From an optimization exercise on the open Yosys and OpenROAD flow, aimed at small area, a short achievable clock period and few clock cycles per item; shortcuts taken in it are not production practice.
Power is estimated from default activity; no workload was simulated.

Design proc, start of the top module:
module proc(
    i_clk    ,
    i_rstn   ,
    i_en     ,
    i_grant_rd  ,
    i_grant_wr  ,
    i_valid  ,
    i_instr ,
    i_data ,
    o_addr  ,
    o_finish ,
    o_req_rd,
    o_req_wr,
    o_ack    ,
    o_data   ,
    o_wr_size ,
    o_busy
);
    input  [25:0] i_instr;
    input i_clk  ;
    input i_rstn ;
    input i_en   ;
    input i_grant_rd ;
    input i_grant_wr ;
    input i_valid ;
    output o_finish;
    output o_req_rd;
    output o_req_wr;
    output o_busy;
    output o_ack ;
    output [23:0] o_addr ;
    output [2:0] o_wr_size;
    input  [127:0] i_data  ;
    output [127:0] o_data;
    localparam INSTR_LD    = 2'd0;
    localparam INSTR_INFO  = 2'd1;
    localparam INSTR_STORE = 2'd2;
    wire [1:0]  opc     = i_instr[25:24];
    wire [23:0] payload = i_instr[23:0];
    reg busy_r, fin_r, ack_r;
    reg s_ld1, s_ld2, s_info, s_store;    
    reg run;                              
    reg rq_rd, rq_wr;                     
    reg rb;                               
    reg rdperm;                           
    reg rd_done;                          
    reg [1:0] inflight;                   
    reg rfull;                            
    reg seq_act;                          
    reg [1:0] seq_lane;                   
    reg s0_v, s1_v;                       
    reg [1:0] s0_lane, s1_lane;
    reg [23:0] addr_a, addr_b, addr_w;
    reg [23:0] oaddr;                     
    reg [2:0]  wsz;                       
    reg [19:0] rcnt;                      
    reg        rfrac;                     
    reg [2:0]  wsz_last;                  
    reg [1:0]  op;
    reg [127:0] areg, rreg;               
    reg [127:32] breg;                    
  ...
Size in the first run: ~320 I/O pins, roughly 43000 sq um of cells after synthesis.
==> module addsub32, before the edit <==
module addsub32(input [31:0] a, input [31:0] b, input sub, output [31:0] y);
    wire [31:0] ap = a ^ {32{sub}};
    wire [31:0] p0 = ap ^ b;
    wire [31:0] q0 = p0 ^ {32{sub}};       
    wire [31:0] g [0:5];
    wire [31:0] p [0:5];
    assign g[0] = ap & b;
    assign p[0] = p0;
    genvar l, q;
    generate
        for (l = 0; l < 5; l = l + 1) begin : g_lvl
            for (q = 0; q < 32; q = q + 1) begin : g_pos
                if ((q >> l) & 1) begin : g_join
                    localparam integer J = ((q >> l) << l) - 1;
                    assign g[l+1][q] = g[l][q] | (p[l][q] & g[l][J]);
                    assign p[l+1][q] = p[l][q] & p[l][J];
                end else begin : g_pass
                    assign g[l+1][q] = g[l][q];
                    assign p[l+1][q] = p[l][q];
                end
            end
        end
    endgenerate
    assign y = q0 ^ {g[5][30:0], 1'b0};
endmodule
==> flow/config.mk <==
export PLATFORM = sky130hd
export DESIGN_NAME = proc
export DESIGN_NICKNAME = proc
export VERILOG_FILES = /design/flow/design.v
export SDC_FILE = /design/flow/constraint.sdc
export NUM_CORES = 4
export LEC_CHECK = 0
export CAP_MARGIN = 20
export CORE_MARGIN = 2
export CORE_UTILIZATION = 55
export CTS_BUF_LIST = sky130_fd_sc_hd__clkbuf_4 sky130_fd_sc_hd__clkbuf_8
export SLEW_MARGIN = 20
export SYNTH_HIERARCHICAL = 1
==> flow/constraint.sdc <==
create_clock -name core_clock -period 11.0 [get_ports {i_clk}]
set_input_delay 2.2000 -clock core_clock [delete_from_list [all_inputs] [get_ports {i_clk}]]
set_output_delay 2.2000 -clock core_clock [all_outputs]
set_load 0.01 [all_outputs]
standard.sh (not shown) runs the stock make flow with config.mk's settings and CLKGATE_MAP_FILE= SYNTH_SCRIPT=/design/flow/synth_recipe.tcl, a recipe that flattens the netlist after the stock synthesis.
==> flow/flow/run.sh <==
#!/bin/bash
# Own flow: the standard ORFS flow (standard.sh, unchanged synthesis), with
#  - the port buffers made as sky130_fd_sc_hd__buf_1 instead of the default delay buffer,
#  - timing repair (floorplan, CTS, global route) aiming at extra setup slack.
# The make output goes to make.log; ORFS writes each step's log under orfs/logs/.
set -euo pipefail
export BUFFER_PORTS_ARGS="-buffer_cell sky130_fd_sc_hd__buf_1"
export SETUP_SLACK_MARGIN=7.3
bash standard.sh > make.log 2>&1
Next try:
--- a/flow/design.v
+++ b/flow/design.v
@@ -1462,11 +1462,10 @@
 endmodule
 module addsub32(input [31:0] a, input [31:0] b, input sub, output [31:0] y);
-    wire [31:0] ap = a ^ {32{sub}};
-    wire [31:0] p0 = ap ^ b;
-    wire [31:0] q0 = p0 ^ {32{sub}};       
+    wire [31:0] bx = b ^ {32{sub}};
+    wire [31:0] p0 = a ^ bx;
     wire [31:0] g [0:5];
     wire [31:0] p [0:5];
-    assign g[0] = ap & b;
-    assign p[0] = p0;
+    assign g[0] = {a[30:0] & bx[30:0], sub};
+    assign p[0] = {p0[30:0], 1'b0};
     genvar l, q;
     generate
@@ -1484,4 +1483,4 @@
         end
     endgenerate
-    assign y = q0 ^ {g[5][30:0], 1'b0};
+    assign y = p0 ^ g[5];
 endmodule
Result: The new run finished clean. Non-clock buffer count climbs by 33. Via count decreases by 0.88%. Clock skew came out lower by 0.0078 ns. Cell area is lower by 2.4%. Sequential power stays flat. Maximum frequency came out lower by 6.2%. Worst hold slack loses 0.0051 ns. Synthesized area went down by 2.1%. Combinational power is lower by about 9%. First-iteration DRC count shrinks by 9.1%. Power fell by 6.3%. Die area fell by 2.1%. Routed wire length shrinks by 1.7%. Global-route usage is about the same.
No functional check of the RTL was part of any run of this note.

[afterwards: timing with drivers on the ports]
How much do the figures lean on ideal ports? The routed layouts below were timed once more, with nothing changed but the port constraints.
Step 1 assumes that a clkbuf_16 drives the clock port and a buf_2 every other input.
Step 2 moves the port delays by t, midway between the first and last clock arrival at a register: inputs arrive t later, outputs are due t later. That takes back most of the time a late clock gives input paths.
Three values: ideal ports, drivers, drivers and shift; two values: the first two.
| run | t, ns | slack for setup (ns) | slew at the worst register clock pin (ns) | cell pins on the clock port's net |
|---|---|---|---|---|
| the first run | 0.805 | 7.065 / 7.077 / 6.271 | 0.07 / 0.07 | 1 |
| the second run | 0.814 | 6.803 / 6.829 / 6.015 | 0.07 / 0.07 | 1 |
After both steps setup and hold are still met in every run listed. The setup slack of the first run, which loses most, moves by +0.012 ns with the drivers and by -0.794 ns with both steps.
